From an optimization exercise on the open Yosys and OpenROAD flow, aimed at small area; shortcuts taken in it are not production practice.
Only the layout flow was run in this run; the RTL was not checked for function there.
Power and IR drop assume default switching activity.

==> design/flow/constraint.sdc <==
create_clock -name core_clock -period 13.0 [get_ports {clk}]
set_input_delay 2.6000 -clock core_clock [delete_from_list [all_inputs] [get_ports {clk}]]
set_output_delay 2.6000 -clock core_clock [all_outputs]
set_load 0.01 [all_outputs]
==> design/flow/design.v <==
module controller(
    input en,
    input [4:0] addr,
    output [31:1] we
    );
genvar i;
generate
for (i = 1; i < 32; i = i + 1) begin : d
    assign we[i] = en & (addr == i);
end
endgenerate
endmodule
module register_set_32 #(parameter W = 16) (
    input [4:0] raddr,
    input [W*31-1:0] regs,     
    output [W-1:0] rdata
    );
wire [31:1] sel;
genvar i, b;
generate
for (i = 1; i < 32; i = i + 1) begin : d
    assign sel[i] = (raddr == i);
end
for (b = 0; b < W; b = b + 1) begin : bt
    wire [9:0] y;
    for (i = 0; i < 10; i = i + 1) begin : s
        MUX aoi(.a0(sel[3*i+1]), .b0(regs[W*(3*i)+b]),
                .a1(sel[3*i+2]), .b1(regs[W*(3*i+1)+b]),
                .a2(sel[3*i+3]), .b2(regs[W*(3*i+2)+b]),
                .y(y[i]));
    end
    assign rdata[b] = ~(&y) | (sel[31] & regs[W*30+b]);
end
endgenerate
endmodule
module MUX(
    input a0, b0,
    input a1, b1,
    input a2, b2,
    output y
    );
assign y = ~((a0 & b0) | (a1 & b1) | (a2 & b2));
endmodule
module ALU #(parameter N = 32) (
    input [N-1:0] a,
    input [N-1:0] b,
    input cin,
    output [N-1:0] s,
    output cout,
    output [N-1:0] p
    );
localparam L = 5;    
wire [N-1:0] g = a & b;
assign p = a ^ b;
reg [N-1:0] G, P;
integer l, i;
always @(*) begin
    G = g;
    P = p;
    G[0] = g[0] | (p[0] & cin);
    for (l = 0; l < L; l = l + 1)
        for (i = 0; i < N; i = i + 1)
            if (((i + 1) % (2 << l)) == 0) begin
                G[i] = G[i] | (P[i] & G[i - (1 << l)]);
                P[i] = P[i] & P[i - (1 << l)];
            end
    for (l = L - 2; l >= 0; l = l - 1)
        for (i = 0; i < N; i = i + 1)
            if (i >= (3 << l) - 1 && ((i + 1 - (3 << l)) % (2 << l)) == 0) begin
                G[i] = G[i] | (P[i] & G[i - (1 << l)]);
                P[i] = P[i] & P[i - (1 << l)];
            end
end
assign s = p ^ {G[N-2:0], cin};
assign cout = G[N-1];
endmodule
module next_addr(
    input [31:1] addr,
    input [31:0] instr,
    input jal,
    input taken,
    output [31:1] next_addr
    );
wire [31:1] immb = {{20{instr[31]}}, instr[7], instr[30:25], instr[11:8]};
wire [31:1] immj = {{12{instr[31]}}, instr[19:12], instr[20], instr[30:21]};
wire [31:1] inc  = taken ? (jal ? immj : immb) : 31'd2;
wire co;
wire [31:1] pp;
ALU #(.N(31)) add(.a(addr), .b(inc), .cin(1'b0), .s(next_addr), .cout(co), .p(pp));
endmodule
module riscv_top(
    input clk,
    input rst_n,
    output [31:0] imem_addr,
    input  [31:0] imem_data,
    output [31:0] dmem_addr,
    output [31:0] dmem_wdata,
    output        dmem_we,
    input  [31:0] dmem_rdata,
    output        wb_en,
    output [4:0]  wb_rd,
    output [31:0] wb_data
    );
wire [31:0] ins = imem_data;
wire [6:0] op = ins[6:0];
wire [2:0] f3 = ins[14:12];
wire [4:0] rs1 = ins[19:15];
wire [4:0] rs2 = ins[24:20];
wire [4:0] rd  = ins[11:7];
wire lo    = op[1] & op[0] & ~op[3];
wire Rtype = lo & ~op[6] &  op[5] &  op[4] & ~op[2];
wire Itype = lo & ~op[6] & ~op[5] &  op[4] & ~op[2];
wire lui   = lo & ~op[6] &  op[5] &  op[4] &  op[2];
wire load  = lo & ~op[6] & ~op[5] & ~op[4] & ~op[2];
wire store = lo & ~op[6] &  op[5] & ~op[4] & ~op[2];
wire beq   = lo &  op[6] &  op[5] & ~op[4] & ~op[2] & (f3 == 3'b000);
wire jal   = op[1] & op[0] & op[6] & op[5] & ~op[4] & op[3] & op[2];
wire [31:1] we_lo, we_hi;
controller wdec_lo(.en(wb_en), .addr(rd), .we(we_lo));
controller wdec_hi(.en(wb_en), .addr(rd), .we(we_hi));
wire [16*31-1:0] regs_lo, regs_hi;
genvar gi;
generate
for (gi = 1; gi < 32; gi = gi + 1) begin : rf
    reg [31:0] r;
    always @(posedge clk) begin
        if (we_lo[gi])
            r[15:0] <= wb_data[15:0];
        if (we_hi[gi])
            r[31:16] <= wb_data[31:16];
    end
    assign regs_lo[16*(gi-1) +: 16] = r[15:0];
    assign regs_hi[16*(gi-1) +: 16] = r[31:16];
end
endgenerate
wire [31:0] rdata1, rdata2;
register_set_32 rport1_lo(.raddr(rs1), .regs(regs_lo), .rdata(rdata1[15:0]));
register_set_32 rport1_hi(.raddr(rs1), .regs(regs_hi), .rdata(rdata1[31:16]));
register_set_32 rport2_lo(.raddr(rs2), .regs(regs_lo), .rdata(rdata2[15:0]));
register_set_32 rport2_hi(.raddr(rs2), .regs(regs_hi), .rdata(rdata2[31:16]));
wire b_rs2 = op[5] & (op[4] | op[6]);
wire st_imm = op[5] & ~op[4];
wire [31:0] imm_is = {{20{ins[31]}}, ins[31:25], st_imm ? ins[11:7] : ins[24:20]};
wire [31:0] alu_b = b_rs2 ? rdata2 : imm_is;
wire sub = op[4] & f3[1];
wire [31:0] sum, pr;
wire cout;
ALU #(.N(32)) alu(.a(rdata1), .b(alu_b ^ {32{sub}}), .cin(sub), .s(sum), .cout(cout), .p(pr));
wire ltu = ~cout;
wire lt  = ltu ^ rdata1[31] ^ alu_b[31];
wire eq  = ~|pr;         
wire s_ld  = ~op[4];
wire s_lui = op[4] & op[2];
wire s_ri  = op[4] & ~op[2];
wire s_add = s_ri & (f3 == 3'b000);
wire s_or  = s_ri & (f3 == 3'b110);
wire s_lt  = s_ri & ~f3[2] & f3[1];
assign wb_data = ({32{s_ld}}  & dmem_rdata)
               | ({32{s_lui}} & {ins[31:12], 12'b0})
               | ({32{s_add}} & sum)
               | ({32{s_or}}  & (rdata1 | alu_b))
               | {31'b0, s_lt & (f3[0] ? ltu : lt)};
reg  [31:0] pc_addr;
wire [31:1] pc_next;
next_addr next_addr_0(.addr(pc_addr[31:1]), .instr(ins), .jal(jal), .taken(jal | (beq & eq)),
                      .next_addr(pc_next));
always @(posedge clk or negedge rst_n)
    if (rst_n == 1'b0)
        pc_addr <= 32'b0;
    else
        pc_addr <= {pc_next, pc_addr[0]};
assign imem_addr  = pc_addr;
assign dmem_addr  = sum;
assign dmem_wdata = rdata2;
assign dmem_we    = store & rst_n;
assign wb_en      = (Rtype | Itype | lui | load) & rst_n & (rd != 5'b0);
assign wb_rd      = rd;
endmodule
==> design/flow/standard.sh <==
#!/bin/bash
# synth_recipe.tcl (not shown) runs the flow's synth.tcl, then flattens the netlist and writes it again
# the make line also repeats each setting of config.mk as NAME=value (left out here)
make -C /OpenROAD-flow-scripts/flow DESIGN_CONFIG=/design/flow/config.mk WORK_HOME=/design/flow/orfs CLKGATE_MAP_FILE= SYNTH_SCRIPT=/design/flow/synth_recipe.tcl "${@:-finish}"
==> design/flow/config.mk <==
export PLATFORM = sky130hd
export DESIGN_NAME = riscv_top
export DESIGN_NICKNAME = riscv_top
export VERILOG_FILES = /design/flow/design.v
export SDC_FILE = /design/flow/constraint.sdc
export NUM_CORES = 4
export LEC_CHECK = 0
export CAP_MARGIN = 5
export CORE_MARGIN = 2
export CORE_UTILIZATION = 45
export PLACE_DENSITY = 0.65
export SLEW_MARGIN = 5
export SYNTH_HIERARCHICAL = 1
==> design/flow/flow/run.sh <==
#!/bin/bash
# Own layout flow: the standard ORFS flow (standard.sh, unchanged synthesis),
# with small port buffers and a clock tree of clkbuf_8 without dummy loads.
set -euo pipefail
cd "$(dirname "$0")/.."
export BUFFER_PORTS_ARGS="-buffer_cell sky130_fd_sc_hd__buf_1"
export CTS_ARGS="-sink_clustering_enable -repair_clock_nets -dont_use_dummy_load -buf_list sky130_fd_sc_hd__clkbuf_8 -sink_clustering_size 16 -sink_clustering_max_diameter 60"
bash standard.sh finish > run_standard.log 2>&1
==> impl_metrics.tcl <==
set metrics [dict create \
    crit_buf_inv 5 \
    clock_path_buffers 3 \
    crit_path_top_delay_cell "nor2_1" \
    tightest_slew_ps 1300 \
    path_delay_family "compound AO/OA/AOI/OAI gates" \
    postCtsSetupRepairBufs 0 \
    cp.arrival_ps 9600 \
    drt_iter0_markers 9758 \
    setup_viol 0 \
    dp.cells 4450 \
    cts_hold_buf 0 \
    critPathMaxFanout 20 \
    htree_num_levels 3 \
    required_ps 10400 \
    drc_errors 0 \
    relSlewSlack 0.1302 \
    mappedNetlistArea_mm2 0.04489 \
    finalHoldViolCount 0 \
    numCtsBuffers 95 \
    slew_viol_final 0 \
    crit_chain "buf_1 -> buf_4 -> or3b_1 -> nor2_1 -> a222oi_1 -> nand4_1 -> a2111o_1 -> o211a_1 -> a211oi_1 -> xnor2_1 -> inv_1 -> fa_1 -> inv_1 -> fa_1 -> a211oi_1 -> o21ai_2 -> o2111ai_1 -> o22a_1 -> nand3_1 -> a41o_1 -> fa_1 -> a221oi_1 -> o22ai_2 -> buf_1" \
    rows 115 \
    grt_pass1_vias 32366 \
    end_kind "primary output" \
    antenna_found_initial 18 \
    die_h_um 319.8 \
    via_per_inst 7.746 \
    finalCritPeriodShare 0.9388 \
    core_region_area_mm2 0.09856 \
    cts_resized 0 \
    fin_nets 3421 \
    ir_drop_mv 0.08004 \
    yosys_warnings 9 \
    routed_wl_um 185800 \
    grt_pass1_wl_um 252600 \
    synthCells 2823 \
    cpPeakStageDelay_ps 890 \
    die_w_um 319.8 \
    root_buffer "clkbuf_8" \
    period_minus_slack_ps 12200 \
    outcome "timing/DRC/antenna clean" \
    hpwlAfterDp_um 127900 \
    io_pins 201 \
    cts_tree "done" \
    finalNonFillerCells 4559 \
    setup_tns_ps 0 \
    ant_nets 0 \
    postSynthAreaPerCell_um2 15.90 \
    rsz0062_at_grt "no" \
    power_per_cell_area_mw_per_mm2 130.6 \
    start_kind "input port" \
    crit_start "imem_data[20]" \
    drive_gt1_frac 0.1227 \
    whs_ps 595.3 \
    syn-num-nets 2983 \
    io_buffers 199 \
    track_usage 0.3515 \
    wl_per_cell_um 40.75 \
    hold_path_class "flip-flop to flip-flop" \
    fmax_mhz 81.94 \
    path_class "input port to primary output" \
    area_delta_synth_final_pct 11.42 \
    clk_pin_slew_ps 60 \
    path_common_cell "fa_1" \
    clock_latency_ps 810 \
    stdcell_area_mm2 0.05001 \
    grt_max_degree 51 \
    fin_skew_ps 87.97 \
    cts.sinks 1023 \
    dieArea_mm2 0.1023 \
    drtPass1Iterations 13 \
    initial_utilization 0.4554 \
    min_from "pc_addr[2]$_DFF_PN0_" \
    cap_violations 0 \
    place_area_mm2 0.04867 \
    r2r_start "rf[25].r[2]$_DFFE_PP_" \
    routabilityCongestion 1.024 \
    gr-total-overflow 0 \
    p_leak_nw 16.20 \
    vias 35312 \
]
[where the power goes]
group / internal, W / total, W / switching [W] / leakage [nW]
registers: 0.00369 / 0.00372 / 0.0000315 / 9.34
clock network: 0.000648 / 0.00168 / 0.00104 / 0.683
logic: 0.000315 / 0.00113 / 0.000815 / 6.18
[area by class of cell]
class	count	area, um^2
antenna	13	32.53
clock buffer	95	1308
fill	8226	48550
inverter	65	244.0
multi-input combinational	1668	13940
sequential	1023	30560
tap	1287	1610
timing repair buffer	408	2318
[flip-flops by register name (all words and copies together) (netlist names)]
register  cells
rf.r        992
pc_addr      31
[layer usage]
metal	wire length, um	vias up	GRT usage
met5	63	-	0
li1	-	13814	-
met1	70760	17684	0.5002
met2	74270	3410	0.4791
met4	6355	12	0.09759
met3	34340	392	0.1645
[worst register-to-register path, cell delays in order (launching register included)]
cell and delay, ps:
edfxtp_1 400, a222oi_1 980, nand4_1 330, a2111o_1 470, o21ai_0 110, a31oi_1 170, xnor2_1 300, ha_1 300
nor4_1 340, and4_1 240, nand4_1 110, o21bai_1 140, buf_4 240, nor2b_1 160, inv_1 70, fa_1 380
inv_1 70, fa_1 220, a211oi_1 110, o211ai_2 200, nand3_2 160, a211oi_2 270, o31ai_2 120, o31a_1 330
fa_1 500, inv_1 50
[final timing paths]
| path | slack, ps | to | depth (start not counted) |
|---|---|---|---|
| setup / recovery | 800 | wb_data[22] | 24 |
| hold / removal | 600 | pc_addr[2]$_DFF_PN0_ | 1 |
| setup reg to reg | 6140 | pc_addr[31]$_DFF_PN0_ | 25 |
| hold reg to reg | 600 | pc_addr[2]$_DFF_PN0_ | 1 |
| max in group asynchronous | 10770 | pc_addr[1]$_DFF_PN0_ | 2 |
| min in group asynchronous | 1870 | pc_addr[26]$_DFF_PN0_ | 2 |
[cells in the final DEF (no fill, tap or decap), drive strengths merged, types with 42 or more instances in the layout]
cell type / instances
clkbuf: 97
nand2: 107
ha: 60
buf: 406
nor2: 226
a21oi: 53
a222oi: 640
edfxtp: 992
nand4: 138
a2111o: 64
inv: 65
xnor2: 42
[through the flow]
stage / setup WS (ps) / utilization / power, W
floorplan: 2260 / - / 0.004353
global placement: 1206 / 0.4937 / 0.004854
detailed placement: 1080 / 0.4937 / 0.004876
CTS: 1043 / 0.5070 / 0.006511
global route: 630.4 / 0.5072 / 0.006720
finish: 795.7 / 0.5074 / 0.006534

-- static timing again, ports no longer ideal --
The flow's constraints put no driver on any port. The routed layout listed below was extracted and timed again, unchanged, in two steps.
Step 1 assumes that a clkbuf_16 drives the clock port and a buf_2 every other input.
Step 2 times the ports against the registers' clock, not the clock port: input delays grow and output delays shrink by t, the midpoint of the rising clock arrivals with the driver on.
Three values: ideal, step 1, step 2; two values: the first two.
t, ns: 0.833
setup WS [ns]: 0.796 / 0.764 / 0.764
worst slew at a driven data input, ns: 0.14
After both steps setup and hold are still met in this run. For this run, drivers alone change the setup slack by -0.032 ns; drivers and shift together by -0.032 ns.
